This is an optimization exercise on Yosys and OpenROAD, whose aim is small area, not a production implementation.
Only simulation tests tie the RTL to the original design; equivalence was not proved.
Power is estimated from default activity; no workload was simulated.

## flow/flow/run.sh

```bash
#!/bin/bash
# The standard layout (standard.sh) with three changes:
#  - synthesis maps logic with an area-oriented ABC script (flow/area.abc);
#    the rest of the synthesis script, and so every register, is the standard flow's own;
#  - clock tree: no dummy loads, clkbuf_8 sink clusters;
#  - port buffers use the smallest buffer cell.
set -euo pipefail
HERE=$(pwd)
cat flow/abc_override.tcl synth_recipe.tcl > my_synth.tcl
sed "s#SYNTH_SCRIPT=[^ ]*#SYNTH_SCRIPT=$HERE/my_synth.tcl#" standard.sh > my_standard.sh
export MY_ABC_SCRIPT=$HERE/flow/area.abc
export CTS_ARGS="-sink_clustering_enable -repair_clock_nets -buf_list sky130_fd_sc_hd__clkbuf_8 -dont_use_dummy_load -sink_clustering_size 16 -sink_clustering_max_diameter 50"
export BUFFER_PORTS_ARGS="-buffer_cell sky130_fd_sc_hd__buf_1"
bash my_standard.sh > standard.log 2>&1
```

## flow/flow/abc_override.tcl

```tcl
# Map the combinational logic with an area-oriented ABC script (flow/area.abc)
# instead of ORFS's delay-driven one. Everything else in synthesis is unchanged.
proc abc {args} {
  set i [lsearch -exact $args -script]
  if { $i >= 0 } { set args [lreplace $args $i [expr {$i + 1}] -script $::env(MY_ABC_SCRIPT)] }
  set i [lsearch -exact $args -D]
  if { $i >= 0 } { set args [lreplace $args $i [expr {$i + 1}]] }
  yosys abc {*}$args
}
```

## flow/flow/area.abc

```
strash
dch
map -a
mfs2
strash
dch
map -a
topo
```

## flow/standard.sh

```bash
#!/bin/bash
# synth_recipe.tcl (not shown) runs the flow's synth.tcl, then flattens the netlist and writes it again
# the make line also repeats each setting of config.mk as NAME=value (left out here)
make -C /OpenROAD-flow-scripts/flow DESIGN_CONFIG=/design/flow/config.mk WORK_HOME=/design/flow/orfs CLKGATE_MAP_FILE= SYNTH_SCRIPT=/design/flow/synth_recipe.tcl "${@:-finish}"
```

## flow/config.mk

```make
export PLATFORM = sky130hd
export DESIGN_NAME = top_module
export DESIGN_NICKNAME = top_module
export VERILOG_FILES = /design/flow/design.v
export SDC_FILE = /design/flow/constraint.sdc
export NUM_CORES = 4
export LEC_CHECK = 0
export CAP_MARGIN = 20
export CORE_MARGIN = 2
export CORE_UTILIZATION = 65
export SLEW_MARGIN = 20
```

## flow/constraint.sdc

```tcl
create_clock -name core_clock -period 5.0 [get_ports {clk}]
set_input_delay 1.0000 -clock core_clock [delete_from_list [all_inputs] [get_ports {clk}]]
set_output_delay 1.0000 -clock core_clock [all_outputs]
set_load 0.01 [all_outputs]
```

## flow/design.v

```verilog
module fifo (
    input            clk,
    input            rstn,
    input            we,
    input            re,
    input            soft_rst,
    input      [7:0] din,
    output reg [7:0] dout,
    output           full,
    output           empty
);
    reg [3:0] wr_pt, rd_pt;
    reg       wrap;                  
    reg [7:0] mem [15:0];
    wire same = (wr_pt == rd_pt);
    assign empty = same & ~wrap;
    assign full  = same &  wrap;
    wire do_wr = we & ~full;
    wire do_rd = re & ~empty;
    always @(posedge clk) begin
        if (!rstn || soft_rst) begin
            wr_pt <= 4'd0;
            rd_pt <= 4'd0;
            wrap  <= 1'b0;
        end else begin
            if (do_rd) rd_pt <= rd_pt + 4'd1;
            if (do_wr) wr_pt <= wr_pt + 4'd1;
            wrap <= wrap ^ (do_wr & (&wr_pt)) ^ (do_rd & (&rd_pt));
        end
    end
    always @(posedge clk)
        if (do_wr) mem[wr_pt] <= din;
    always @(posedge clk) begin
        if (!rstn || soft_rst)
            dout <= 8'd0;
        else if (do_rd)
            dout <= mem[rd_pt];
    end
endmodule
module fsm (
    input        clk, rstn, pkt_vd,
    input        fifo_full,
    input        fifo_empty0, fifo_empty1, fifo_empty2,
    input        sft_rst,
    input        parity_done, low_pkt_vd,
    input  [1:0] din,
    output       detect_add, ld_state, laf_state,
    output       lfd_state, write_enb_reg, rst_in_reg, busy
);
    localparam decode_address     = 3'b000,
               load_first_data    = 3'b001,
               load_data          = 3'b010,
               wait_till_empty    = 3'b011,
               load_parity        = 3'b100,
               check_parity_error = 3'b101,
               fifo_full_state    = 3'b110,
               load_after_full    = 3'b111;
    reg [2:0] pst, nst;
    always @(posedge clk) begin
        if (!rstn || sft_rst)
            pst <= decode_address;
        else
            pst <= nst;
    end
    reg sel_empty;
    always @(*) begin
        case (din)
            2'd0: sel_empty = fifo_empty0;
            2'd1: sel_empty = fifo_empty1;
            default: sel_empty = fifo_empty2;
        endcase
    end
    always @(*) begin
        nst = decode_address;
        case (pst)
            decode_address:
                if (pkt_vd && din != 2'd3)
                    nst = sel_empty ? load_first_data : wait_till_empty;
            load_first_data:
                nst = load_data;
            load_data:
                nst = fifo_full ? fifo_full_state : (pkt_vd ? load_data : load_parity);
            wait_till_empty:
                nst = (fifo_empty0 || fifo_empty1 || fifo_empty2) ? load_first_data : wait_till_empty;
            load_parity:
                nst = check_parity_error;
            check_parity_error:
                nst = fifo_full ? fifo_full_state : decode_address;
            fifo_full_state:
                nst = fifo_full ? fifo_full_state : load_after_full;
            load_after_full:
                nst = parity_done ? decode_address : (low_pkt_vd ? load_parity : load_data);
        endcase
    end
    assign detect_add    = (pst == decode_address);
    assign lfd_state     = (pst == load_first_data);
    assign ld_state      = (pst == load_data);
    assign laf_state     = (pst == load_after_full);
    assign write_enb_reg = (pst == load_data || pst == load_parity || pst == load_after_full);
    assign rst_in_reg    = (pst == check_parity_error);
    assign busy          = !(pst == load_data || pst == decode_address);
endmodule
module register (
    input        clk, rstn, pkt_vd, fifo_full, rst_in_reg,
    input        detect_addr, ld_state, laf_state,
    input  [7:0] din,
    output reg   parity_done, low_pkt_vd, error,
    output reg [7:0] dout
);
    reg [7:0] fifo_full_reg;
    reg [7:0] pkt_parity_reg;
    reg [7:0] itrnl_parity_reg;
    always @(posedge clk) begin
        if (detect_addr || (ld_state && !fifo_full))
            dout <= din;
        else if (laf_state)
            dout <= fifo_full_reg;
    end
    always @(posedge clk) begin
        if (!rstn)
            fifo_full_reg <= 8'b0;
        else if (ld_state && fifo_full)
            fifo_full_reg <= din;
    end
    always @(posedge clk) begin
        if (!rstn)
            pkt_parity_reg <= 8'b0;
        else if (!pkt_vd && ld_state)
            pkt_parity_reg <= din;
    end
    always @(posedge clk) begin
        if (detect_addr)
            itrnl_parity_reg <= din;
        else if (ld_state && pkt_vd)
            itrnl_parity_reg <= itrnl_parity_reg ^ din;
    end
    always @(posedge clk) begin
        if (!rstn)
            error <= 1'b0;
        else if (parity_done)
            error <= (itrnl_parity_reg != pkt_parity_reg);
    end
    always @(posedge clk) begin
        if (!rstn)
            parity_done <= 1'b0;
        else
            parity_done <= !pkt_vd && ((ld_state && !fifo_full) || laf_state);
    end
    always @(posedge clk) begin
        if (!rstn)
            low_pkt_vd <= 1'b0;
        else if (rst_in_reg)
            low_pkt_vd <= 1'b0;
        else if (ld_state && !pkt_vd)
            low_pkt_vd <= 1'b1;
    end
endmodule
module synchronizer_block (
    input        clk, rstn,
    input        detect_addr, write_enb_reg,
    input        re0, re1, re2,
    input        e0, e1, e2,
    input        f0, f1, f2,
    input  [1:0] din,
    output reg   fifo_full,
    output       vo0, vo1, vo2,
    output       sr0, sr1, sr2,
    output reg [2:0] we
);
    reg [1:0] address;
    reg [4:0] count_0, count_1, count_2;
    always @(posedge clk) begin
        if (!rstn)
            address <= 2'b00;
        else if (detect_addr)
            address <= din;
    end
    always @(*) begin
        we = 3'b000;
        if (write_enb_reg)
            case (address)
                2'b00: we = 3'b001;
                2'b01: we = 3'b010;
                2'b10: we = 3'b100;
                default: we = 3'b000;
            endcase
    end
    always @(*) begin
        case (address)
            2'b00: fifo_full = f0;
            2'b01: fifo_full = f1;
            2'b10: fifo_full = f2;
            default: fifo_full = 1'b0;
        endcase
    end
    assign vo0 = ~e0;
    assign vo1 = ~e1;
    assign vo2 = ~e2;
    assign sr0 = &count_0;
    assign sr1 = &count_1;
    assign sr2 = &count_2;
    always @(posedge clk) begin
        if (!rstn || e0 || re0) count_0 <= 5'd0;
        else                    count_0 <= (count_0 + 5'd1) | {4'd0, sr0};
    end
    always @(posedge clk) begin
        if (!rstn || e1 || re1) count_1 <= 5'd0;
        else                    count_1 <= (count_1 + 5'd1) | {4'd0, sr1};
    end
    always @(posedge clk) begin
        if (!rstn || e2 || re2) count_2 <= 5'd0;
        else                    count_2 <= (count_2 + 5'd1) | {4'd0, sr2};
    end
endmodule
module top_module (
    input         clk, rstn,
    input         pkt_vd,
    input         re0, re1, re2,
    input  [7:0]  din,
    output        vo0, vo1, vo2,
    output        busy, error,
    output [7:0]  dout0, dout1, dout2
);
    wire sr0, sr1, sr2;
    wire parity_done, fifo_full, low_pkt_vd;
    wire fe0, fe1, fe2;
    wire full0, full1, full2;
    wire detect_addr, ld_state, laf_state, write_enb_reg;
    wire lfd_state, rst_int_reg;
    wire [2:0] we;
    wire [7:0] data_out;
    fifo f1 (.clk(clk), .rstn(rstn), .we(we[0]), .re(re0), .soft_rst(sr0),
             .din(data_out), .dout(dout0), .full(full0), .empty(fe0));
    fifo f2 (.clk(clk), .rstn(rstn), .we(we[1]), .re(re1), .soft_rst(sr1),
             .din(data_out), .dout(dout1), .full(full1), .empty(fe1));
    fifo f3 (.clk(clk), .rstn(rstn), .we(we[2]), .re(re2), .soft_rst(sr2),
             .din(data_out), .dout(dout2), .full(full2), .empty(fe2));
    fsm fb (
        .clk(clk), .rstn(rstn), .pkt_vd(pkt_vd), .din(din[1:0]),
        .fifo_full(fifo_full),
        .fifo_empty0(fe0), .fifo_empty1(fe1), .fifo_empty2(fe2),
        .sft_rst(sr0 | sr1 | sr2),
        .parity_done(parity_done), .low_pkt_vd(low_pkt_vd),
        .detect_add(detect_addr), .ld_state(ld_state), .laf_state(laf_state),
        .lfd_state(lfd_state), .write_enb_reg(write_enb_reg),
        .rst_in_reg(rst_int_reg), .busy(busy)
    );
    register r1 (
        .clk(clk), .rstn(rstn), .pkt_vd(pkt_vd), .fifo_full(fifo_full),
        .rst_in_reg(rst_int_reg),
        .detect_addr(detect_addr), .ld_state(ld_state), .laf_state(laf_state),
        .din(din),
        .parity_done(parity_done), .low_pkt_vd(low_pkt_vd), .error(error),
        .dout(data_out)
    );
    synchronizer_block s1 (
        .clk(clk), .rstn(rstn),
        .detect_addr(detect_addr), .write_enb_reg(write_enb_reg),
        .re0(re0), .re1(re1), .re2(re2),
        .e0(fe0), .e1(fe1), .e2(fe2),
        .f0(full0), .f1(full1), .f2(full2),
        .din(din[1:0]),
        .vo0(vo0), .vo1(vo1), .vo2(vo2),
        .sr0(sr0), .sr1(sr1), .sr2(sr2),
        .fifo_full(fifo_full), .we(we)
    );
endmodule
```

==> results of run 1 <==
[routing by layer]
metal / global-route usage / share of wire / routed length, µm / vias up
met5: 0 / 0 / 0 / -
met4: 0.0764 / 0.023 / 996 / 0
met3: 0.0374 / 0.084 / 3610 / 73
met2: 0.442 / 0.46 / 19800 / 550
met1: 0.431 / 0.43 / 18700 / 6072
li1: - / - / - / 5948
[worst max-delay path, cell delays in order, from the launching register on]
cell and delay (ps):
dfxtp_1 470, clkinv_1 440, nand2_1 160, nand4_1 120
a221oi_1 240, o21ai_0 170, nor2_1 300, clkinv_1 210
buf_1 170
[cell families after synthesis]
family          after synthesis  share of synthesized area
compound gates              505                      0.152
xor+xnor                     16                    0.00735
fa+ha+maj                    21                     0.0138
buf+inv                      86                     0.0169
flops                       490                      0.725
simple gates                412                     0.0846
[cells in the mapped netlist, types with 2 or more instances]
cell / n
edfxtp_1: 400
nor2_1: 296
o21ai_0: 272
dfxtp_1: 90
clkinv_1: 86
nand2_1: 72
o22ai_1: 70
a21oi_1: 53
o221ai_1: 29
a31oi_1: 25
a22oi_1: 24
nand3_1: 22
ha_1: 21
o211ai_1: 18
xor2_1: 16
nor3_1: 13
nand4_1: 8
a211oi_1: 5
a221oi_1: 4
o21a_1: 2
[worst min path at each step]
stage	to	slack (ps)	start
2_1_floorplan	s1.count_1[3]	450	s1.count_1[3]
3_3_place_gp	s1.count_1[3]	460	s1.count_1[3]
3_5_place_dp	s1.count_0[3]	460	s1.count_0[3]
4_1_cts	s1.count_0[3]	470	s1.count_0[3]
5_1_grt	s1.count_0[3]	490	s1.count_0[3]
6_report	s1.count_0[3]	470	s1.count_0[3]
[final cells by class]
class	count	area, µm²	area share
repair buffers	69	360	0.0176
flip-flops and latches	490	13800	0.675
inverters	86	323	0.0158
multi-input cells	954	4920	0.241
well taps	384	480	0.0235
clock buffers	41	564	0.0276
[power breakdown]
group          internal, mW  leakage [nW]  switching [mW]  total (mW)
registers              4.96          4.37           0.235        5.19
clock network         0.736         0.295            1.18        1.92
logic                 0.756          1.86            2.01        2.77
==> results.py, run 1 <==
metrics = {
    "clocking": {
        "cts_resized": 0,
        "cts_setup_buffers": 0,
        "ctsLongestPathBuffers": 3,
        "htreeDepth": 2,
        "cts_tree": "built",
        "cts_sinks": 490,
        "path_clk_slew_ps": 100,
        "clkLatencyLatePin_ps": 590,
        "root_buffer": "clkbuf_8",
        "hold_buffers": 0,
        "numCtsBuffers": 41,
    },
    "yosys": {
        "synthCells": 1530,
        "yosysTopAreaCell": "edfxtp_1",
        "synth-async-reset-ratio": 0,
        "syn_nets": 1565,
        "ys_warn_count": 4,
        "synth_seq_cells": 490,
        "synth_area_leaders": "edfxtp_1 63%, dfxtp_1 9.5%, o21ai_0 7.1%, nor2_1 5.8%, o22ai_1 2.3%",
        "synth_top_area_share": 0.630,
        "syn-cell-area_um2": 19100,
        "ys_types": 24,
        "seq_area_frac_synth": 0.725,
        "synth_ff_type": "edfxtp_1",
        "synth_enable_flop_cells": 400,
        "avgSynthCellArea_um2": 12.5,
    },
    "final_layout": {
        "finalNetCount": 1677,
        "num-fill-cells": 2055,
        "diodes": 0,
        "layout_common_cells": "400 x edfxtp_1, 295 x nor2_1, 272 x o21ai_0",
        "top_regs": "f1.mem (128), f2.mem (128), f3.mem (128)",
        "layout.cells.most_common": "edfxtp_1",
        "area_growth_pct": 7.41,
        "fin_cells": 2024,
        "stdcell_area_um2": 20500,
        "postLayoutCoreUtil": 0.711,
        "drive_gt1_frac": 0.0451,
    },
    "floorplanning": {
        "die_y_um": 175,
        "initial_utilization": 0.662,
        "rows": 62,
        "die_area_um2": 30700,
        "ioPinCount": 43,
        "core_um2": 28800,
        "die_x_um": 175,
    },
    "status": {
        "status": "complete, no violations",
    },
    "drt": {
        "wl_per_cell_um": 21.3,
        "vias": 12600,
        "drt-initial-drc-count": 1543,
        "drt-total-wl_mm": 43.1,
        "ant_nets": 0,
        "via_per_inst": 6.25,
        "route.detailed.drc": 0,
        "dr.pass1.iters": 5,
    },
    "power_and_ir_drop": {
        "p_leak_nw": 6.52,
        "power_density_nw_per_um2": 483,
        "ir_drop_v": 0.000299,
        "finalPower_mw": 9.88,
    },
    "sta": {
        "relSlewSlack": 0.324,
        "setup-violations-final": 0,
        "timing.fmax_mhz": 259,
        "rsz0062_at_grt": "false",
        "drv_slew": 0,
        "worst_slew_pin_slew_ps": 1010,
        "setup_tns_ps": 0,
        "period_minus_slack_ps": 3860,
        "fin_crit_sh": 0.772,
        "fin_ws_ps": 1140,
        "whs_ps": 469,
        "hold_viol": 0,
        "finClkSkew_ps": 46.6,
    },
    "place": {
        "place_ws_ps": 1610,
        "place_inst": 1983,
        "gp_congestion": 0.845,
        "hpwl_mm": 25.9,
        "placed_cell_area_um2": 19900,
        "io_buffers": 42,
    },
    "grt": {
        "gr-usage-all-layers": 0.285,
        "grt_pass1_vias": 12100,
        "grt_overflow_total": 0,
        "grt_pass1_wl_mm": 67.3,
        "antenna_found_initial": 0,
        "grt_max_degree": 62,
    },
    "min_path": {
        "whs_path_depth": 2,
        "hold_class": "register to register",
    },
    "worst_setup_path": {
        "path_class": "register to primary output",
        "critPathCaptureType": "primary output",
        "reg2reg_depth": 12,
        "critPathMaxFanout": 16,
        "worstPathRequired_ps": 4000,
        "critPathCapture": "vo2",
        "arrival_ps": 2860,
        "start_kind": "register",
        "timing.rr.end": "f1.wrap",
        "r2r_start": "f1.rd_pt[0]",
        "crit_start": "f3.rd_pt[2]",
        "r2r_slack_ps": 1720,
    },
    "run": {
        "max-cap-violations": 0,
    },
}
==> inputs of run 2 (changes only) <==
--- a/flow/config.mk
+++ b/flow/config.mk
@@ -8,4 +8,4 @@
 export CAP_MARGIN = 20
 export CORE_MARGIN = 2
-export CORE_UTILIZATION = 65
+export CORE_UTILIZATION = 40
 export SLEW_MARGIN = 20
==> run 2 against run 1 <==
Critical path type unchanged. Register-to-register slack lost 120 ps. Still clean on timing, DRC and antenna. Sequential share of layout area shrank 0.95 points. Synthesized area is the same. Largest power group unchanged. Total power grew 0.58%. Clock-buffer cell count grew 3. Largest cell class unchanged. Non-clock buffer count shrank 4.
==> results.py, run 2 <==
metrics = {
    "drt": {
        "via_per_inst": 5.56,
        "ant_nets": 0,
        "drt-initial-drc-count": 1045,
        "met3_length_mm": 3.08,
        "wl_met2_mm": 20.5,
        "highest_layer": "met4",
        "vias": 12500,
        "drt-total-wl_mm": 44.4,
        "route.detailed.drc": 0,
        "wl_per_cell_um": 19.8,
        "wl_met1_mm": 19.8,
        "dr.pass1.iters": 5,
    },
    "clocking": {
        "clkLatencyLatePin_ps": 620,
        "root_buffer": "clkbuf_8",
        "cts_tree": "built",
        "cts_resized": 0,
        "ctsLongestPathBuffers": 3,
        "htreeDepth": 2,
        "hold_buffers": 0,
        "numCtsBuffers": 44,
        "path_clk_slew_ps": 70,
        "cts_sinks": 490,
        "cts_setup_buffers": 0,
    },
    "sta": {
        "fin_ws_ps": 910,
        "relSlewSlack": 0.293,
        "drv_slew": 0,
        "setup_tns_ps": 0,
        "setup-violations-final": 0,
        "period_minus_slack_ps": 4090,
        "worst_slew_pin_slew_ps": 1060,
        "timing.fmax_mhz": 245,
        "hold_viol": 0,
        "rsz0062_at_grt": "false",
        "fin_crit_sh": 0.818,
        "finClkSkew_ps": 36.9,
    },
    "yosys": {
        "synth_ff_type": "edfxtp_1",
        "yosysTopAreaCell": "edfxtp_1",
        "synth-async-reset-ratio": 0,
        "synthCells": 1530,
        "syn_nets": 1565,
        "syn-cell-area_um2": 19100,
        "avgSynthCellArea_um2": 12.5,
        "seq_area_frac_synth": 0.725,
        "synth_area_leaders": "edfxtp_1 63%, dfxtp_1 9.5%, o21ai_0 7.1%, nor2_1 5.8%, o22ai_1 2.3%",
        "synth_most_common_cell": "edfxtp_1",
        "synth_seq_cells": 490,
        "ys_warn_count": 4,
        "synth_top_area_share": 0.630,
        "ys_types": 24,
        "synth_enable_flop_cells": 400,
        "ys_top_cells_by_count": "400 x edfxtp_1, 296 x nor2_1, 272 x o21ai_0",
    },
    "grt": {
        "gr-usage-all-layers": 0.180,
        "grt_pass1_wl_mm": 69.6,
        "grt_pass1_vias": 11900,
        "grt_overflow_total": 0,
        "antenna_found_initial": 0,
        "grt_max_degree": 71,
    },
    "final_layout": {
        "multi_input_area_um2": 4930,
        "area_growth_pct": 8.94,
        "regArea_um2": 13800,
        "finalNetCount": 1676,
        "drive_gt1_frac": 0.0445,
        "fin_cells": 2246,
        "diodes": 0,
        "top_regs": "f1.mem (128), f2.mem (128), f3.mem (128)",
        "layout.cells.most_common": "edfxtp_1",
        "layout_common_cells": "400 x edfxtp_1, 294 x nor2_1, 272 x o21ai_0",
        "num-fill-cells": 4304,
    },
    "floorplanning": {
        "die_x_um": 222,
        "core_um2": 46800,
        "initial_utilization": 0.408,
        "ioPinCount": 43,
        "die_area_um2": 49400,
        "rows": 79,
        "die_y_um": 222,
    },
    "run": {
        "max-cap-violations": 0,
    },
    "worst_setup_path": {
        "crit_slowest_cell": "clkinv_1",
        "start_kind": "register",
        "arrival_ps": 3090,
        "slowest_delay_ps": 500,
        "critPathCaptureType": "primary output",
        "cpMostUsedCell": "clkinv_1",
        "cp_cell_sequence": "clkinv_1 > nand2_1 > nand4_1 > a221oi_1 > o21ai_0 > nor2_1 > clkinv_1 > buf_1",
        "worstPathRequired_ps": 4000,
        "path_class": "register to primary output",
        "critPathMaxFanout": 17,
    },
    "place": {
        "io_buffers": 42,
        "place_ws_ps": 1560,
        "gp_congestion": 0.858,
        "hpwl_mm": 26.2,
        "place_inst": 2202,
    },
    "status": {
        "status": "complete, no violations",
    },
    "min_path": {
        "hold_class": "register to register",
    },
    "power_and_ir_drop": {
        "p_leak_nw": 6.52,
        "power_density_nw_per_um2": 479,
        "ir_drop_v": 0.000295,
    },
}
==> run 2: cell counts after synthesis <==
Identical to the previous run, type by type.
==> run 2: logic make-up (layout without fill, tap and decap cells) <==
family,count (synthesis),after routing,synth area share
fa+ha+maj,21,21,0.0138
flops,490,490,0.725
xor+xnor,16,16,0.00735
simple gates,412,412,0.0846
buf+inv,86,195,0.0169
compound gates,505,505,0.152
==> run 2: cell type report <==
cell class	count	area share
sequential	490	0.666
multi-input combinational	954	0.237
inverter	86	0.0155
clock buffer	44	0.0292
timing repair buffer	65	0.0159
tap	607	0.0366
==> run 2: worst paths after layout <==
check	slack, ps	depth (start not counted)	endpoint	start
worst min-delay path	470	2	s1.count_1[3]	s1.count_1[3]
worst max register to register	1600	13	f1.wrap	f1.rd_pt[1]
worst min register to register	470	2	s1.count_1[3]	s1.count_1[3]
worst max-delay path	910	8	vo1	f2.rd_pt[2]
==> run 2: report_power, final <==
group / internal, mW / total [mW] / leakage, nW / switching (mW)
clock: 0.787 / 2.03 / 0.316 / 1.24
sequential: 4.96 / 5.12 / 4.37 / 0.163
combinational: 0.739 / 2.79 / 1.84 / 2.05
==> run 2: worst max-delay path: cells and delay by family (launching register included) <==
kind                   cells  cell delay (ps)
DFF                        1              470
and+or+nand+nor            3              740
buffers and inverters      3              830
AOI/OAI and AO/OA          2              460
==> run 2: routing by layer <==
| layer | vias to the layer above | track usage |
|---|---|---|
| li1 | 5953 | - |
| met1 | 6077 | 0.255 |
| met2 | 390 | 0.284 |
| met3 | 71 | 0.0364 |
| met4 | 0 | 0.0506 |
| met5 | - | 0 |
==> run 2: stage by stage <==
stage               utilization  area, µm²  power (mW)  hold slack [ps]
floorplan                     -      19100        6.86              448
global placement          0.431      20200        7.96              457
detailed placement        0.431      20200        8.00              461
CTS                       0.444      20800        10.0              472
global route              0.444      20800        10.5              495
finish                    0.444      20800        9.94              468
==> inputs of run 3 (changes only) <==
--- a/flow/design.v
+++ b/flow/design.v
@@ -10,30 +10,30 @@
     output           empty
 );
-    reg [3:0] wr_pt, rd_pt;
-    reg       wrap;                  
+    reg [4:0] last;
     reg [7:0] mem [15:0];
-    wire same = (wr_pt == rd_pt);
-    assign empty = same & ~wrap;
-    assign full  = same &  wrap;
+    integer i;
+    assign empty = last[4];
+    assign full  = (last == 5'd15);
     wire do_wr = we & ~full;
     wire do_rd = re & ~empty;
     always @(posedge clk) begin
-        if (!rstn || soft_rst) begin
-            wr_pt <= 4'd0;
-            rd_pt <= 4'd0;
-            wrap  <= 1'b0;
-        end else begin
-            if (do_rd) rd_pt <= rd_pt + 4'd1;
-            if (do_wr) wr_pt <= wr_pt + 4'd1;
-            wrap <= wrap ^ (do_wr & (&wr_pt)) ^ (do_rd & (&rd_pt));
+        if (!rstn || soft_rst)
+            last <= 5'b11111;
+        else if (do_wr && !do_rd)
+            last <= last + 5'd1;
+        else if (do_rd && !do_wr)
+            last <= last - 5'd1;
+    end
+    always @(posedge clk)
+        if (do_wr) begin
+            mem[0] <= din;
+            for (i = 1; i < 16; i = i + 1)
+                mem[i] <= mem[i-1];
         end
-    end
-    always @(posedge clk)
-        if (do_wr) mem[wr_pt] <= din;
     always @(posedge clk) begin
         if (!rstn || soft_rst)
             dout <= 8'd0;
         else if (do_rd)
-            dout <= mem[rd_pt];
+            dout <= mem[last[3:0]];
     end
 endmodule
==> run 3 against run 2 <==
Still clean. Clock-buffer cell count down 1. Register-to-register slack worse by 270 ps. Non-clock buffer count down 12. Critical path depth up 9. First-iteration DRC count up 23%. Combinational power down about 80%. Clock power down 3%. Hold slack worse by 67 ps.
==> results.py, run 3 <==
metrics = {
    "power_and_ir_drop": {
        "p_clk_frac": 0.272,
        "ir_drop_v": 0.000209,
        "p_leak_nw": 6.09,
        "finalPower_mw": 7.19,
        "p_comb_frac": 0.079,
        "switchingPower_mw": 1.72,
        "power_density_nw_per_um2": 368,
        "p_sw_frac": 0.239,
        "power.internal_mw": 5.47,
        "seqPwrFrac": 0.648,
    },
    "status": {
        "status": "complete, no violations",
    },
    "grt": {
        "gr-usage-all-layers": 0.163,
        "grt_pass1_vias": 10400,
        "grt_pass1_wl_mm": 59.6,
        "grt_overflow_total": 0,
        "grt_max_degree": 78,
        "antenna_found_initial": 1,
    },
    "floorplanning": {
        "initial_utilization": 0.404,
        "core_um2": 44100,
        "die_x_um": 215,
        "die_y_um": 215,
        "ioPinCount": 43,
        "rows": 77,
        "die_area_um2": 46300,
    },
    "worst_setup_path": {
        "start_kind": "register",
        "critPathMaxFanout": 8,
        "r2r_slack_ps": 1330,
        "timing.rr.end": "f3.last[4]",
        "worstPathRequired_ps": 5470,
        "path_class": "register to register",
        "cp_cell_sequence": "clkinv_1 > nor2_1 > clkinv_1 > nor2_1 > clkinv_1 > nor2_1 > nor4_4 > ha_1 > fa_1 > nor2_4 > o21ai_2 > nand2_1 > nand2_1 > nand2_1 > a31oi_1 > a21oi_1 > o21ai_1",
        "critPathCaptureType": "register",
        "reg2reg_depth": 17,
        "slowest_delay_ps": 620,
        "arrival_ps": 4140,
        "r2r_start": "f3.last[0]",
        "crit_slowest_cell": "nor2_1",
    },
    "yosys": {
        "ys_types": 29,
        "seq_area_frac_synth": 0.761,
        "synth-async-reset-ratio": 0,
        "synth_area_leaders": "edfxtp_1 67%, dfxtp_1 8.8%, a22oi_1 5.2%, nor2_1 2.6%, clkinv_1 2.2%",
        "synth_enable_flop_cells": 400,
        "avgSynthCellArea_um2": 14.4,
        "synth_ff_type": "edfxtp_1",
        "ys_top_cells_by_count": "400 x edfxtp_1, 125 x nor2_1, 124 x a22oi_1",
        "syn_nets": 1277,
        "yosysTopAreaCell": "edfxtp_1",
        "synthCells": 1242,
        "ys_warn_count": 5,
        "synth_top_area_share": 0.673,
        "syn-cell-area_um2": 17800,
        "synth_seq_cells": 478,
        "synth_most_common_cell": "edfxtp_1",
    },
    "sta": {
        "worst_slew_pin_slew_ps": 1100,
        "fin_crit_sh": 0.734,
        "timing.fmax_mhz": 273,
        "drv_slew": 0,
        "finClkSkew_ps": 103,
        "relSlewSlack": 0.267,
        "hold_viol": 0,
        "period_minus_slack_ps": 3670,
        "whs_ps": 401,
        "setup-violations-final": 0,
        "fin_ws_ps": 1330,
        "rsz0062_at_grt": "false",
    },
    "min_path": {
        "hold_class": "register to register",
        "hold_start": "f2.mem[8][3]",
        "whs_path_depth": 0,
        "worst_hold_path.endpoint": "f2.mem[9][3]",
    },
    "clocking": {
        "hold_buffers": 0,
        "cts_setup_buffers": 0,
        "cts_tree": "built",
        "clkLatencyLatePin_ps": 640,
        "htreeDepth": 2,
        "cts_sinks": 478,
        "path_clk_slew_ps": 90,
        "root_buffer": "clkbuf_8",
        "cts_resized": 0,
        "numCtsBuffers": 43,
        "ctsLongestPathBuffers": 3,
    },
    "drt": {
        "via_per_inst": 5.47,
        "drt-total-wl_mm": 37.7,
        "wl_per_cell_um": 19.5,
        "ant_nets": 0,
        "vias": 10600,
        "drt-initial-drc-count": 1283,
        "dr.pass1.iters": 5,
        "route.detailed.drc": 0,
    },
    "final_layout": {
        "area_growth_pct": 9.60,
        "fin_cells": 1931,
        "postLayoutCoreUtil": 0.443,
        "finalNetCount": 1375,
        "drive_gt1_frac": 0.0605,
        "layout_common_cells": "400 x edfxtp_1, 124 x a22oi_1, 121 x nor2_1",
        "top_regs": "f1.mem (128), f2.mem (128), f3.mem (128)",
        "layout.cells.most_common": "edfxtp_1",
    },
    "place": {
        "hpwl_mm": 24.9,
        "io_buffers": 42,
        "place_inst": 1887,
        "place_ws_ps": 1400,
        "gp_congestion": 0.829,
    },
    "run": {
        "max-cap-violations": 0,
    },
}
## run 3: cell count changes after synthesis, sizes merged, moves of 18 or more
| cell | previous run | this run |
|---|---|---|
| a221oi | 4 | 24 |
| nand2 | 72 | 95 |
| clkinv | 86 | 104 |
| nor2 | 296 | 125 |
| o21ai | 272 | 64 |
| o22ai | 70 | 2 |
| a22oi | 24 | 124 |
| o221ai | 29 | 1 |
## run 3: cells by family (layout without fill, tap and decap cells)
| group | Yosys count | in the layout | share of synthesized area |
|---|---|---|---|
| compound gates | 340 | 340 | 0.129 |
| xor+xnor | 14 | 14 | 0.00687 |
| fa+ha+maj | 21 | 21 | 0.0160 |
| buf+inv | 104 | 200 | 0.0219 |
| flops | 478 | 478 | 0.761 |
| other cells | 0 | 1 | 0 |
| simple gates | 285 | 285 | 0.0658 |
## run 3: worst max-delay path, delay by kind of cell, from the launching register on
kind                     cells  cell delay (ps)
AND/OR/NAND/NOR              8             1510
flip-flops                   1              410
AO/OA/AOI/OAI                4              340
adder cells (fa/ha/maj)      2              740
buffers and inverters        3              490
## run 3: stage by stage
step | area, µm² | TNS [ps]
after global placement | 19000 | 0
after global routing | 19600 | 0
after CTS | 19600 | 0
after detailed placement | 19000 | 0
after floorplan | 18000 | -220560
final | 19600 | 0
## run 3: final cells by class
type / instances / area [µm²]
fillers: 4054 / 24600
diodes: 1 / 2.50
clock buffers: 43 / 592
inverters: 104 / 408
well taps: 592 / 741
repair buffers: 53 / 240
multi-input cells: 660 / 4000
flip-flops and latches: 478 / 13600
## run 3: power groups by stage
stage	clock network, mW	logic [mW]	registers [mW]
3_5_place_dp	0	0.570	4.75
6_report	1.96	0.569	4.66
3_3_place_gp	0	0.561	4.74
2_1_floorplan	0	0.384	4.72
5_1_grt	2.18	0.633	4.68
4_1_cts	2.04	0.571	4.66
## run 3: worst max-delay path by stage
stage               start         end  slack [ps]  cells after the start
5_1_grt        f2.last[0]  f2.last[4]         980                     17
6_report       f3.last[0]  f3.last[4]        1330                     17
4_1_cts        f3.last[0]  f3.last[4]        1330                     17
3_5_place_dp   f3.last[0]  f3.last[4]        1400                     17
3_3_place_gp   f3.last[0]  f3.last[4]        1510                     17
2_1_floorplan   fb.pst[0]  f2.last[4]       -1870                     17
## run 3: metal layers
metal,global-route usage,up-vias,share of wire
met3,0.0317,69,0.061
met4,0.0582,0,0.024
met2,0.248,325,0.45
met1,0.235,5193,0.46
met5,0,-,0
li1,-,4968,-
==> inputs of run 4 (changes only) <==
==> flow/flow/area.abc (replaced) <==
strash
&get -n
&st
&dch
&nf -a -R 1000
&put
mfs2 -a
strash
&get -n
&st
&dch
&nf -a -R 1000
&put
==> run 4 against run 3 <==
Largest cell class unchanged. Still clean on timing, DRC and antenna. Sequential share of layout area is 0.50 points higher. Global-route usage is 0.39 points higher. Critical path type unchanged. Largest power group unchanged. Hold slack better by 16 ps. Critical path depth is 5 lower. Flip-flop and latch count stayed put. Via count is 3.0% lower. Clock skew is 49 ps lower. Total power is 7.4% higher. Die area is 1.4% lower. Synthesized area is 1.5% lower.
==> results.py, run 4 <==
metrics = {
    "status": {
        "status": "complete, no violations",
    },
    "grt": {
        "grt_pass1_vias": 9986,
        "grt_max_degree": 92,
        "grt_pass1_wl_mm": 58.3,
        "antenna_found_initial": 0,
        "gr-usage-all-layers": 0.167,
        "grt_overflow_total": 0,
    },
    "worst_setup_path": {
        "critPathMaxFanout": 48,
        "cpMostUsedCell": "ha_1",
        "crit_slowest_cell": "dfxtp_1",
        "arrival_ps": 3820,
        "worstPathRequired_ps": 5560,
        "slowest_delay_ps": 580,
        "cp_cell_sequence": "nand2_1 > nor3_1 > nor3_4 > buf_4 > ha_1 > clkinv_2 > ha_1 > a21o_1 > a21oi_2 > xnor2_1 > or3_1 > nand3_1",
        "critPathCaptureType": "register",
        "start_kind": "register",
        "path_class": "register to register",
    },
    "power_and_ir_drop": {
        "p_leak_nw": 6.21,
        "power_density_nw_per_um2": 397,
        "ir_drop_v": 0.000228,
    },
    "yosys": {
        "ys_warn_count": 5,
        "synthCells": 1116,
        "ys_types": 36,
        "ys_top_cells_by_count": "400 x edfxtp_1, 90 x nor2_1, 78 x dfxtp_1",
        "syn_nets": 1151,
        "synth-async-reset-ratio": 0,
        "synth_most_common_cell": "edfxtp_1",
        "synth_seq_cells": 478,
        "synth_area_leaders": "edfxtp_1 68%, dfxtp_1 8.9%, a222oi_1 3.2%, a22oi_1 2.2%, nor2_1 1.9%",
        "synth_enable_flop_cells": 400,
        "seq_area_frac_synth": 0.772,
        "synth_ff_type": "edfxtp_1",
        "avgSynthCellArea_um2": 15.8,
        "synth_top_area_share": 0.683,
        "yosysTopAreaCell": "edfxtp_1",
        "syn-cell-area_um2": 17600,
    },
    "drt": {
        "vias": 10200,
        "dr.pass1.iters": 6,
        "wl_per_cell_um": 20.8,
        "ant_nets": 0,
        "drt-total-wl_mm": 37.6,
        "route.detailed.drc": 0,
        "drt-initial-drc-count": 1132,
        "via_per_inst": 5.65,
    },
    "floorplanning": {
        "rows": 76,
        "initial_utilization": 0.406,
        "ioPinCount": 43,
        "die_area_um2": 45600,
        "die_y_um": 214,
        "die_x_um": 214,
        "core_um2": 43300,
    },
    "clocking": {
        "cts_sinks": 478,
        "ctsLongestPathBuffers": 3,
        "path_clk_slew_ps": 100,
        "cts_tree": "built",
        "cts_setup_buffers": 0,
        "clkLatencyLatePin_ps": 610,
        "htreeDepth": 2,
        "hold_buffers": 0,
        "root_buffer": "clkbuf_8",
        "numCtsBuffers": 43,
        "cts_resized": 0,
    },
    "sta": {
        "drv_slew": 0,
        "worst_slew_pin_slew_ps": 1080,
        "period_minus_slack_ps": 3260,
        "relSlewSlack": 0.276,
        "fin_ws_ps": 1740,
        "setup-violations-final": 0,
        "finClkSkew_ps": 53.4,
        "timing.fmax_mhz": 307,
        "rsz0062_at_grt": "false",
        "hold_viol": 0,
        "fin_crit_sh": 0.652,
    },
    "final_layout": {
        "drive_gt1_frac": 0.0840,
        "diodes": 0,
        "top_regs": "f1.mem (128), f2.mem (128), f3.mem (128)",
        "fin_cells": 1811,
        "num-fill-cells": 3825,
        "finalNetCount": 1263,
        "layout_common_cells": "400 x edfxtp_1, 88 x nor2_1, 70 x dfxtp_1",
        "area_growth_pct": 10.6,
        "layout.cells.most_common": "edfxtp_1",
    },
    "min_path": {
        "hold_class": "register to register",
    },
    "place": {
        "io_buffers": 42,
        "hpwl_mm": 24.3,
        "place_inst": 1768,
        "gp_congestion": 0.799,
        "place_ws_ps": 1240,
    },
    "run": {
        "max-cap-violations": 0,
    },
}
run 4: kinds of logic after synthesis:
logic type      Yosys count  synth area share
flops                   478             0.772
compound gates          291             0.117
simple gates            267            0.0695
xor+xnor                 30            0.0149
fa+ha+maj                21            0.0162
buf+inv                  20           0.00427
mux                       9           0.00569
run 4: power breakdown:
part	internal (mW)	total [mW]	switching (mW)
Clock	0.769	1.95	1.19
Sequential	4.70	4.93	0.227
Combinational	0.271	0.837	0.566
Total	5.74	7.72	1.98
run 4: path summary, 6_finish.rpt:
| check | slack [ps] | end | startpoint | cells after the start |
|---|---|---|---|---|
| max | 1740 | f2.last[4] | f2.last[0] | 12 |
| min | 420 | f1.mem[3][7] | f1.mem[2][7] | 0 |
| max reg2reg | 1740 | f2.last[4] | f2.last[0] | 12 |
| min reg2reg | 420 | f1.mem[3][7] | f1.mem[2][7] | 0 |
run 4: layout make-up:
cell class,count,area (µm²),share of cell area
clock buffer,43,592,0.0304
inverter,20,80.1,0.00412
multi-input combinational,618,4100,0.211
sequential,478,13600,0.699
tap,585,732,0.0377
timing repair buffer,67,347,0.0178
run 4: stage by stage:
stage / power (mW) / utilization / TNS (ps) / cell area (µm²) / hold slack [ps]
floorplan: 5.51 / - / -3250 / 17800 / 421
global placement: 5.83 / 0.435 / 0 / 18800 / 428
detailed placement: 5.86 / 0.435 / 0 / 18800 / 432
CTS: 7.82 / 0.449 / 0 / 19400 / 419
global route: 8.04 / 0.449 / 0 / 19400 / 419
finish: 7.72 / 0.449 / 0 / 19400 / 418
run 4: critical path, delay by kind of cell, from the launching register on:
family / cells / cell delay [ps]
simple gates: 5 / 1200
compound gates: 2 / 340
flops: 1 / 580
fa+ha+maj: 2 / 590
buf+inv: 2 / 420
xor+xnor: 1 / 80
run 4: layer usage:
layer  wire (µm)  GRT usage  up-vias  part of all wire
li1            -          -     4740                 -
met2       16900      0.250      351              0.45
met1       17100      0.240     5071              0.45
met5           0          0        -                 0
met4        1290     0.0697        0             0.034
met3        2360     0.0330       76             0.063
==> inputs of run 5 (changes only) <==
--- a/flow/flow/run.sh
+++ b/flow/flow/run.sh
@@ -10,5 +10,5 @@
 sed "s#SYNTH_SCRIPT=[^ ]*#SYNTH_SCRIPT=$HERE/my_synth.tcl#" standard.sh > my_standard.sh
 export MY_ABC_SCRIPT=$HERE/flow/area.abc
-export CTS_ARGS="-sink_clustering_enable -repair_clock_nets -buf_list sky130_fd_sc_hd__clkbuf_8 -dont_use_dummy_load -sink_clustering_size 16 -sink_clustering_max_diameter 50"
+export CTS_ARGS="-sink_clustering_enable -repair_clock_nets -buf_list sky130_fd_sc_hd__clkbuf_16 -dont_use_dummy_load -sink_clustering_size 30 -sink_clustering_max_diameter 70"
 export BUFFER_PORTS_ARGS="-buffer_cell sky130_fd_sc_hd__buf_1"
 bash my_standard.sh > standard.log 2>&1
==> run 5 against run 4 <==
Register-to-register slack improved by 30 ps. Critical path depth stayed put. Final cell count fell by 0.77%. First-iteration DRC count shrank 6.8%. Maximum frequency is 1.1% higher. Sequential share of layout area fell by 0.48 points. Non-clock buffer count unchanged. Clock-buffer cell count down 14. Cell area up 0.69%. Still clean.
==> results.py, run 5 <==
metrics = {
    "status": {
        "status": "complete, no violations",
    },
    "drt": {
        "vias": 10200,
        "drt-initial-drc-count": 1055,
        "via_per_inst": 5.70,
        "ant_nets": 0,
        "dr.pass1.iters": 7,
        "route.detailed.drc": 0,
        "drt-total-wl_mm": 37.2,
        "wl_per_cell_um": 20.7,
    },
    "yosys": {
        "ys_warn_count": 5,
        "ys_top_cells_by_count": "400 x edfxtp_1, 90 x nor2_1, 78 x dfxtp_1",
        "syn_nets": 1151,
        "synth_area_leaders": "edfxtp_1 68%, dfxtp_1 8.9%, a222oi_1 3.2%, a22oi_1 2.2%, nor2_1 1.9%",
        "synth_seq_cells": 478,
        "synth_ff_type": "edfxtp_1",
        "syn-cell-area_um2": 17600,
        "synth-async-reset-ratio": 0,
        "synthCells": 1116,
        "avgSynthCellArea_um2": 15.8,
        "ys_types": 36,
        "seq_area_frac_synth": 0.772,
        "synth_most_common_cell": "edfxtp_1",
        "synth_top_area_share": 0.683,
        "yosysTopAreaCell": "edfxtp_1",
        "synth_enable_flop_cells": 400,
    },
    "sta": {
        "whs_ps": 414,
        "fin_ws_ps": 1780,
        "fin_crit_sh": 0.645,
        "hold_viol": 0,
        "drv_slew": 0,
        "setup-violations-final": 0,
        "setup_tns_ps": 0,
        "relSlewSlack": 0.299,
        "period_minus_slack_ps": 3220,
        "rsz0062_at_grt": "false",
        "timing.fmax_mhz": 310,
        "finClkSkew_ps": 56.6,
        "worst_slew_pin_slew_ps": 1050,
    },
    "floorplanning": {
        "initial_utilization": 0.406,
        "ioPinCount": 43,
        "core_um2": 43300,
        "die_area_um2": 45600,
        "die_x_um": 214,
        "rows": 76,
        "die_y_um": 214,
    },
    "worst_setup_path": {
        "worstPathRequired_ps": 5510,
        "path_buf_inv": 2,
        "path_class": "register to register",
        "cp_cell_sequence": "nand2_1 > nor3_1 > nor3_4 > buf_4 > ha_1 > clkinv_2 > ha_1 > a21o_1 > a21oi_2 > xnor2_1 > or3_1 > nand3_1",
        "crit_slowest_cell": "dfxtp_1",
        "reg2reg_depth": 12,
        "timing.rr.end": "f2.last[4]",
        "start_kind": "register",
        "r2r_slack_ps": 1780,
        "slowest_delay_ps": 570,
        "r2r_start": "f2.last[0]",
        "critPathMaxFanout": 48,
        "arrival_ps": 3730,
        "cp_top_family": "simple AND/OR/NAND/NOR gates",
        "cpMostUsedCell": "ha_1",
        "critPathCaptureType": "register",
    },
    "clocking": {
        "numCtsBuffers": 29,
        "htreeDepth": 1,
        "clkLatencyLatePin_ps": 590,
        "path_clk_slew_ps": 100,
        "cts_sinks": 478,
        "hold_buffers": 0,
        "cts_setup_buffers": 0,
        "root_buffer": "clkbuf_16",
        "ctsLongestPathBuffers": 3,
        "cts_tree": "built",
        "cts_resized": 0,
    },
    "place": {
        "gp_congestion": 0.799,
        "hpwl_mm": 24.3,
        "io_buffers": 42,
        "place_ws_ps": 1240,
    },
    "grt": {
        "grt_overflow_total": 0,
        "grt_pass1_wl_mm": 58.1,
        "grt_pass1_vias": 9884,
        "gr-usage-all-layers": 0.164,
        "antenna_found_initial": 0,
        "grt_max_degree": 92,
    },
    "final_layout": {
        "postLayoutCoreUtil": 0.452,
        "diodes": 0,
        "drive_gt1_frac": 0.0734,
        "num-fill-cells": 3798,
        "area_growth_pct": 11.3,
        "finalNetCount": 1249,
        "layout.cells.most_common": "edfxtp_1",
        "layout_common_cells": "400 x edfxtp_1, 88 x nor2_1, 70 x dfxtp_1",
        "top_regs": "f1.mem (128), f2.mem (128), f3.mem (128)",
    },
    "power_and_ir_drop": {
        "ir_drop_v": 0.000262,
        "power_density_nw_per_um2": 407,
        "p_leak_nw": 6.26,
    },
    "min_path": {
        "worst_hold_path.endpoint": "f3.mem[7][7]",
        "hold_start": "f3.mem[6][7]",
        "whs_path_depth": 0,
        "hold_class": "register to register",
    },
    "run": {
        "max-cap-violations": 0,
    },
}
run 5: cells by family after synthesis:
| logic type | Yosys count | share of synthesized area |
|---|---|---|
| xor+xnor | 30 | 0.0149 |
| mux | 9 | 0.00569 |
| simple gates | 267 | 0.0695 |
| buf+inv | 20 | 0.00427 |
| compound gates | 291 | 0.117 |
| flops | 478 | 0.772 |
| fa+ha+maj | 21 | 0.0162 |
run 5: layout make-up:
| class | instances | area (µm²) | area share |
|---|---|---|---|
| inverter | 20 | 80.1 | 0.00409 |
| sequential | 478 | 13600 | 0.694 |
| multi-input combinational | 618 | 4100 | 0.209 |
| clock buffer | 29 | 726 | 0.0371 |
| tap | 585 | 732 | 0.0374 |
| timing repair buffer | 67 | 347 | 0.0177 |
run 5: worst reg2reg max path, stage by stage (launching register included):
cell and delay, ps:
dfxtp_1 570, nand2_1 240, nor3_1 540, nor3_4 40, buf_4 320, ha_1 330
clkinv_2 90, ha_1 260, a21o_1 200, a21oi_2 140, xnor2_1 80, or3_1 310
nand3_1 80
run 5: metrics by stage:
step           power [mW]  instance area [µm²]  cells
6_report             7.97                19600   1797
5_1_grt              8.29                19600   1797
4_1_cts              8.05                19600   1797
3_5_place_dp         5.86                18800   1768
3_3_place_gp         5.83                18800   1767
2_1_floorplan        5.51                17800   1116
run 5: layer usage:
metal	vias to the layer above	track usage	wire (µm)
met5	-	0	0
met4	0	0.0462	990
met3	57	0.0264	2540
met2	367	0.253	16800
met1	5093	0.241	16900
li1	4717	-	-
run 5: power breakdown:
part / leakage (nW) / switching [mW] / internal (mW)
clock network: 0.357 / 1.18 / 1.02
registers: 4.27 / 0.227 / 4.70
logic: 1.63 / 0.562 / 0.271
total: 6.26 / 1.97 / 6.00
run 5: worst max path at each step:
stage,from,endpoint,depth (start not counted)
floorplan,fb.pst[0],f2.last[4],13
detailed placement,re2,f3.last[4],12
CTS,f2.last[0],f2.last[4],12
global placement,re2,f3.last[4],12
finish,f2.last[0],f2.last[4],12
global route,f2.last[0],f2.last[4],12
==> inputs of run 6 (changes only) <==
--- a/flow/design.v
+++ b/flow/design.v
@@ -197,18 +197,18 @@
     assign vo1 = ~e1;
     assign vo2 = ~e2;
-    assign sr0 = &count_0;
-    assign sr1 = &count_1;
-    assign sr2 = &count_2;
+    assign sr0 = (count_0 == 5'b10000);
+    assign sr1 = (count_1 == 5'b10000);
+    assign sr2 = (count_2 == 5'b10000);
     always @(posedge clk) begin
         if (!rstn || e0 || re0) count_0 <= 5'd0;
-        else                    count_0 <= (count_0 + 5'd1) | {4'd0, sr0};
+        else count_0 <= {count_0[3:0], count_0[4] ^ count_0[1] ^ ~|count_0};
     end
     always @(posedge clk) begin
         if (!rstn || e1 || re1) count_1 <= 5'd0;
-        else                    count_1 <= (count_1 + 5'd1) | {4'd0, sr1};
+        else count_1 <= {count_1[3:0], count_1[4] ^ count_1[1] ^ ~|count_1};
     end
     always @(posedge clk) begin
         if (!rstn || e2 || re2) count_2 <= 5'd0;
-        else                    count_2 <= (count_2 + 5'd1) | {4'd0, sr2};
+        else count_2 <= {count_2[3:0], count_2[4] ^ count_2[1] ^ ~|count_2};
     end
 endmodule
--- a/flow/flow/run.sh
+++ b/flow/flow/run.sh
@@ -10,5 +10,5 @@
 sed "s#SYNTH_SCRIPT=[^ ]*#SYNTH_SCRIPT=$HERE/my_synth.tcl#" standard.sh > my_standard.sh
 export MY_ABC_SCRIPT=$HERE/flow/area.abc
-export CTS_ARGS="-sink_clustering_enable -repair_clock_nets -buf_list sky130_fd_sc_hd__clkbuf_16 -dont_use_dummy_load -sink_clustering_size 30 -sink_clustering_max_diameter 70"
+export CTS_ARGS="-sink_clustering_enable -repair_clock_nets -buf_list sky130_fd_sc_hd__clkbuf_4 -dont_use_dummy_load -sink_clustering_size 10 -sink_clustering_max_diameter 40"
 export BUFFER_PORTS_ARGS="-buffer_cell sky130_fd_sc_hd__buf_1"
 bash my_standard.sh > standard.log 2>&1
--- a/flow/config.mk
+++ b/flow/config.mk
@@ -6,6 +6,6 @@
 export NUM_CORES = 4
 export LEC_CHECK = 0
-export CAP_MARGIN = 20
+export CAP_MARGIN = 0
 export CORE_MARGIN = 2
 export CORE_UTILIZATION = 40
-export SLEW_MARGIN = 20
+export SLEW_MARGIN = 0
==> run 6 against run 5 <==
Clock-buffer cell count rose by 39. Maximum frequency up 4.6%. Sequential power up 14%. Combinational power up 61%. Non-clock buffer count up 2. Total power grew 10%. Die area shrank 0.56%. Critical path type unchanged. Largest cell class unchanged. Largest power group unchanged. Highest routed layer unchanged.
==> results.py, run 6 <==
metrics = {
    "status": {
        "status": "complete, no violations",
    },
    "sta": {
        "relSlewSlack": 0.200,
        "rsz0062_at_grt": "false",
        "finClkSkew_ps": 61.6,
        "setup-violations-final": 0,
        "whs_ps": 413,
        "worst_slew_pin_slew_ps": 1190,
        "drv_slew": 0,
        "hold_viol": 0,
        "timing.fmax_mhz": 324,
        "fin_crit_sh": 0.617,
        "setup_tns_ps": 0,
        "period_minus_slack_ps": 3080,
    },
    "place": {
        "place_inst": 1745,
        "io_buffers": 42,
        "gp_congestion": 0.806,
        "placed_cell_area_um2": 18800,
        "hpwl_mm": 24.5,
    },
    "clocking": {
        "cts_resized": 0,
        "numCtsBuffers": 68,
        "root_buffer": "clkbuf_4",
        "cts_setup_buffers": 0,
        "path_clk_slew_ps": 90,
        "hold_buffers": 0,
        "ctsLongestPathBuffers": 3,
        "clkLatencyLatePin_ps": 740,
        "cts_tree": "built",
        "cts_sinks": 478,
        "htreeDepth": 3,
    },
    "final_layout": {
        "stdcell_area_um2": 19300,
        "area_growth_pct": 10.3,
        "num-fill-cells": 3807,
        "fin_cells": 1815,
        "layout.cells.most_common": "edfxtp_1",
        "top_regs": "f1.mem (128), f2.mem (128), f3.mem (128)",
        "postLayoutCoreUtil": 0.448,
        "finalNetCount": 1259,
        "drive_gt1_frac": 0.107,
        "layout_common_cells": "400 x edfxtp_1, 89 x nor2_1, 70 x dfxtp_1",
    },
    "worst_setup_path": {
        "path_class": "register to register",
        "slowest_delay_ps": 760,
        "start_kind": "register",
        "crit_slowest_cell": "buf_4",
        "critPathCaptureType": "register",
        "cp_cell_sequence": "nand2_1 > o31ai_1 > nor3_4 > buf_4 > buf_4",
        "arrival_ps": 3400,
        "path_buf_inv": 2,
        "cpMostUsedCell": "buf_4",
        "cp_top_family": "buffers and inverters",
        "critPathMaxFanout": 64,
        "worstPathRequired_ps": 5320,
    },
    "floorplanning": {
        "initial_utilization": 0.406,
        "ioPinCount": 43,
        "die_y_um": 213,
        "core_um2": 43100,
        "rows": 76,
        "die_x_um": 213,
        "die_area_um2": 45400,
    },
    "grt": {
        "globalRouteMet2Util": 0.265,
        "grt_pass1_vias": 10200,
        "met3_usage": 0.0387,
        "antenna_found_initial": 2,
        "grt_max_degree": 87,
        "gr-usage-met1": 0.254,
        "grt_pass1_wl_mm": 60.9,
        "top_usage_layer": "met2",
        "grt_overflow_total": 0,
        "gr-usage-all-layers": 0.178,
    },
    "yosys": {
        "synth_seq_cells": 478,
        "synthCells": 1091,
        "synth_ff_type": "edfxtp_1",
        "avgSynthCellArea_um2": 16.0,
        "ys_top_cells_by_count": "400 x edfxtp_1, 91 x nor2_1, 78 x dfxtp_1",
        "seq_area_frac_synth": 0.776,
        "yosysTopAreaCell": "edfxtp_1",
        "synth-async-reset-ratio": 0,
        "synth_enable_flop_cells": 400,
        "synth_top_area_share": 0.687,
        "ys_warn_count": 5,
        "ys_types": 38,
        "synth_area_leaders": "edfxtp_1 69%, dfxtp_1 8.9%, a222oi_1 3.6%, a22oi_1 2.0%, nor2_1 2.0%",
        "syn-cell-area_um2": 17500,
        "syn_nets": 1120,
        "synth_most_common_cell": "edfxtp_1",
    },
    "run": {
        "max-cap-violations": 0,
    },
    "power_and_ir_drop": {
        "ir_drop_v": 0.000259,
        "p_clk_frac": 0.211,
        "power_density_nw_per_um2": 456,
        "seqPwrFrac": 0.638,
        "p_comb_frac": 0.152,
        "power.internal_mw": 6.24,
        "p_leak_nw": 6.12,
        "p_sw_frac": 0.291,
        "switchingPower_mw": 2.56,
    },
    "drt": {
        "vias": 10400,
        "ant_nets": 0,
        "dr.pass1.iters": 6,
        "route.detailed.drc": 0,
        "wl_per_cell_um": 21.8,
        "drt-total-wl_mm": 39.5,
        "via_per_inst": 5.73,
        "drt-initial-drc-count": 1297,
    },
    "min_path": {
        "hold_class": "register to register",
    },
}
-- run 6: power by group through the flow --
stage | clock network, mW | logic, mW | registers [mW]
floorplan | 0 | 0.947 | 5.56
detailed placement | 0 | 1.34 | 5.69
finish | 1.85 | 1.34 | 5.61
CTS | 1.95 | 1.35 | 5.61
global placement | 0 | 1.32 | 5.67
global route | 2.09 | 1.47 | 5.68
-- run 6: kinds of logic after synthesis --
logic type	share of synthesized area
AO/OA/AOI/OAI	0.111
XOR/XNOR	0.0170
adder cells (fa/ha/maj)	0.0120
buffers and inverters	0.00301
flip-flops	0.776
multiplexers	0.00866
AND/OR/NAND/NOR	0.0716
-- run 6: routing by layer --
layer	wire [µm]	vias to the layer above
met5	0	-
met4	1170	0
met3	3190	84
met2	17800	446
met1	17400	5136
li1	-	4729
-- run 6: final timing paths --
path              depth (start not counted)             to    startpoint  slack, ps
setup / recovery                          5  f3.mem[14][3]    f3.last[0]       1920
hold / removal                            0   f1.mem[9][2]  f1.mem[8][2]        410
setup reg to reg                          5  f3.mem[14][3]    f3.last[0]       1920
hold reg to reg                           0   f1.mem[9][2]  f1.mem[8][2]        410
-- run 6: cell type report --
cell class	instances	area, µm²	area share
Inverter	14	57.6	0.00299
Multi-Input combinational cell	599	4020	0.209
Tap cell	585	732	0.0380
Clock buffer	68	510	0.0265
Sequential cell	478	13600	0.705
Timing Repair Buffer	69	360	0.0187
Antenna cell	2	5.00	0.000260
-- run 6: per-stage QoR --
step           setup WS (ps)  power [mW]
4_1_cts                 1910        8.91
2_1_floorplan           -636        6.50
3_5_place_dp            1290        7.04
5_1_grt                 1630        9.25
6_report                1920        8.80
3_3_place_gp            1380        6.99
==> inputs of run 7 (changes only) <==
==> flow/flow/area.abc (replaced) <==
strash
&get -n
&st
&dch
&nf -a -R 1000 -Q 100 -C 32
&put
mfs2 -a
strash
&get -n
&st
&dch
&nf -a -R 1000 -Q 100 -C 32
&put
--- a/flow/config.mk
+++ b/flow/config.mk
@@ -6,6 +6,6 @@
 export NUM_CORES = 4
 export LEC_CHECK = 0
-export CAP_MARGIN = 0
+export CAP_MARGIN = 20
 export CORE_MARGIN = 2
 export CORE_UTILIZATION = 40
-export SLEW_MARGIN = 0
+export SLEW_MARGIN = 20
==> run 7 against run 6 <==
Critical endpoint is now f2.last[4]. Largest cell class unchanged. Critical path depth is 8 higher. Core utilization is 0.28 points lower. Worst setup slack worse by 300 ps. Final cell count is 3.4% lower. Flip-flop and latch count stayed put. Global-route usage is 0.16 points lower. Clock-buffer cell count is 10 lower. Critical path type unchanged. Clock skew is 65 ps higher. Hold slack worse by 47 ps. Cell area is 0.84% lower. Combinational power is 72% lower. Synthesized area is 0.49% lower. Still clean.
==> results.py, run 7 <==
metrics = {
    "sta": {
        "finClkSkew_ps": 126,
        "fin_crit_sh": 0.676,
        "whs_ps": 366,
        "drv_slew": 0,
        "relSlewSlack": 0.308,
        "period_minus_slack_ps": 3380,
        "rsz0062_at_grt": "false",
        "worst_slew_pin_slew_ps": 1030,
        "hold_viol": 0,
        "timing.fmax_mhz": 296,
        "setup-violations-final": 0,
    },
    "drt": {
        "drt-initial-drc-count": 1165,
        "wl_per_cell_um": 22.3,
        "via_per_inst": 5.80,
        "dr.pass1.iters": 7,
        "drt-total-wl_mm": 39.2,
        "ant_nets": 0,
        "route.detailed.drc": 0,
        "vias": 10200,
    },
    "worst_setup_path": {
        "worstPathRequired_ps": 5700,
        "path_class": "register to register",
        "arrival_ps": 4070,
        "crit_start": "f2.last[1]",
        "critPathCaptureType": "register",
        "start_kind": "register",
        "timing.rr.end": "f2.last[4]",
        "r2r_slack_ps": 1620,
        "reg2reg_depth": 13,
        "critPathMaxFanout": 40,
        "r2r_start": "f2.last[1]",
    },
    "power_and_ir_drop": {
        "p_clk_frac": 0.254,
        "seqPwrFrac": 0.689,
        "p_leak_nw": 5.94,
        "ir_drop_v": 0.000167,
        "power.internal_mw": 5.18,
        "power_density_nw_per_um2": 354,
        "switchingPower_mw": 1.59,
        "p_sw_frac": 0.235,
        "p_comb_frac": 0.056,
        "finalPower_mw": 6.76,
    },
    "yosys": {
        "synth_seq_cells": 478,
        "seq_area_frac_synth": 0.780,
        "ys_warn_count": 5,
        "synth_most_common_cell": "edfxtp_1",
        "yosysTopAreaCell": "edfxtp_1",
        "ys_top_cells_by_count": "400 x edfxtp_1, 85 x a222oi_1, 78 x dfxtp_1",
        "synth_top_area_share": 0.690,
        "synth_enable_flop_cells": 400,
        "avgSynthCellArea_um2": 16.7,
        "syn-cell-area_um2": 17400,
        "synth_ff_type": "edfxtp_1",
        "synthCells": 1044,
        "synth_area_leaders": "edfxtp_1 69%, dfxtp_1 9.0%, a222oi_1 4.9%, nor2_1 1.6%, a22oi_1 1.5%",
        "syn_nets": 1073,
        "synth-async-reset-ratio": 0,
        "ys_types": 41,
    },
    "final_layout": {
        "finalNetCount": 1198,
        "layout_common_cells": "400 x edfxtp_1, 85 x a222oi_1, 73 x dfxtp_1",
        "area_growth_pct": 9.89,
        "top_regs": "f1.mem (128), f2.mem (128), f3.mem (128)",
        "layout.cells.most_common": "edfxtp_1",
        "stdcell_area_um2": 19100,
        "drive_gt1_frac": 0.105,
    },
    "clocking": {
        "cts_resized": 0,
        "path_clk_slew_ps": 110,
        "htreeDepth": 2,
        "cts_tree": "built",
        "numCtsBuffers": 58,
        "ctsLongestPathBuffers": 3,
        "clkLatencyLatePin_ps": 830,
        "hold_buffers": 0,
        "root_buffer": "clkbuf_4",
        "cts_sinks": 478,
        "cts_setup_buffers": 0,
    },
    "grt": {
        "antenna_found_initial": 2,
        "grt_max_degree": 91,
        "gr-usage-all-layers": 0.176,
        "grt_pass1_wl_mm": 60.4,
        "grt_pass1_vias": 9937,
        "grt_overflow_total": 0,
    },
    "min_path": {
        "hold_class": "register to register",
        "hold_start": "f1.mem[5][2]",
        "worst_hold_path.endpoint": "f1.mem[6][2]",
        "whs_path_depth": 0,
    },
    "floorplanning": {
        "die_area_um2": 45200,
        "initial_utilization": 0.405,
        "core_um2": 43000,
        "die_y_um": 213,
        "rows": 76,
        "die_x_um": 213,
        "ioPinCount": 43,
    },
    "place": {
        "placed_cell_area_um2": 18700,
        "gp_congestion": 0.798,
        "hpwl_mm": 24.4,
        "io_buffers": 42,
    },
    "status": {
        "status": "complete, no violations",
    },
    "run": {
        "max-cap-violations": 0,
    },
}
==> run 7: changes by cell type after synthesis, sizes merged, moves of 10 or more <==
| cell | before | now |
|---|---|---|
| a21oi | 43 | 22 |
| a222oi | 62 | 85 |
| a22o | 12 | 1 |
| a22oi | 46 | 34 |
| nor2 | 91 | 72 |
| o22ai | 15 | 5 |
==> run 7: per-layer routing <==
metal / routed length (µm) / GRT usage / part of all wire / vias to the layer above
met2: 17700 / 0.266 / 0.45 / 402
met4: 739 / 0.0516 / 0.019 / 0
met5: 0 / 0 / 0 / -
met3: 3080 / 0.0431 / 0.079 / 58
li1: - / - / - / 4603
met1: 17600 / 0.253 / 0.45 / 5107
==> run 7: metrics by stage <==
| step | setup slack (ps) | util | setup TNS (ps) | instances |
|---|---|---|---|---|
| 6_report | 1620 | 0.445 | 0 | 1754 |
| 5_1_grt | 1340 | 0.445 | 0 | 1754 |
| 4_1_cts | 1620 | 0.444 | 0 | 1751 |
| 3_5_place_dp | 1130 | 0.434 | 0 | 1693 |
| 3_3_place_gp | 1180 | 0.434 | 0 | 1693 |
| 2_1_floorplan | -1920 | - | -176360 | 1044 |
==> run 7: power by group through the flow <==
stage | logic [mW] | clock network [mW] | registers [mW]
6_report | 0.380 | 1.72 | 4.66
5_1_grt | 0.422 | 1.94 | 4.68
4_1_cts | 0.384 | 1.81 | 4.66
3_5_place_dp | 0.383 | 0 | 4.75
3_3_place_gp | 0.377 | 0 | 4.75
2_1_floorplan | 0.270 | 0 | 4.70
==> run 7: kinds of logic (layout without fill, tap and decap cells) <==
kind of cell / count (synthesis) / after routing / share of synthesized area
other: 0 / 2 / 0
xor gates and xnor gates: 33 / 33 / 0.0166
and+or+nand+nor: 239 / 239 / 0.0660
adders and majority gates: 15 / 15 / 0.0121
DFF: 478 / 478 / 0.780
buffers and inverters: 18 / 141 / 0.00388
muxes: 14 / 14 / 0.00870
AOI/OAI and AO/OA: 247 / 247 / 0.112
==> run 7: how the worst max path moves through the flow <==
stage | slack [ps] | endpoint
detailed placement | 1130 | f1.last[4]
CTS | 1620 | f2.last[4]
global route | 1340 | f2.last[4]
floorplan | -1920 | f1.last[4]
finish | 1620 | f2.last[4]
global placement | 1180 | f1.last[4]
==> run 7: critical path, cell delays in order (launching register included) <==
cell and delay, ps:
dfxtp_1 600, nand2_2 150, nor2_2 580, a2111oi_4 160, buf_4 320, ha_1 340
fa_1 430, clkinv_1 70, a21o_1 120, a21oi_2 60, a21oi_1 130, o21ai_1 90
xnor2_1 150, nand2_1 60
==> run 7: final cells by class <==
class / instances / area [µm²]
diodes: 2 / 5.00
clock buffers: 58 / 435
fillers: 3841 / 23900
inverters: 18 / 72.6
multi-input cells: 548 / 3960
flip-flops and latches: 478 / 13600
well taps: 585 / 732
repair buffers: 65 / 332

-- static timing again, ports no longer ideal --
Ports are ideal in the flow. The routed layouts listed here were re-timed in OpenROAD. Step 1 assumes that a clkbuf_16 drives the clock port and a buf_2 every other input. Step 2 also shifts input and output timing later by t, the mid clock arrival at the registers, as if the neighbouring blocks saw the same clock. a / b / c = no drivers / after step 1 / after step 2; a / b = the first two.
run | shift t [ns] | setup WS [ns] | clock arrival spread, ns | slew at the worst register clock pin (ns) | cell pins on the clock port's net
run 1 | 0.617 | 1.138 / 1.093 / 1.710 | 0.050 / 0.050 | 0.10 / 0.10 | 1
run 2 | 0.653 | 0.910 / 0.859 / 1.479 | 0.045 / 0.045 | 0.10 / 0.10 | 1
run 3 | 0.640 | 1.331 / 1.331 / 1.331 | 0.103 / 0.103 | 0.10 / 0.10 | 1
run 4 | 0.637 | 1.742 / 1.742 / 1.210 | 0.066 / 0.067 | 0.10 / 0.10 | 1
run 5 | 0.610 | 1.776 / 1.776 / 1.262 | 0.063 / 0.064 | 0.11 / 0.11 | 1
run 6 | 0.764 | 1.917 / 1.917 / 1.276 | 0.073 / 0.073 | 0.11 / 0.11 | 1
run 7 | 0.818 | 1.622 / 1.622 / 1.001 | 0.127 / 0.127 | 0.11 / 0.11 | 1
After both steps setup and hold are still met in every run listed. For run 6, which loses most, drivers alone change the setup slack by 0.000 ns; drivers and shift together by -0.641 ns.
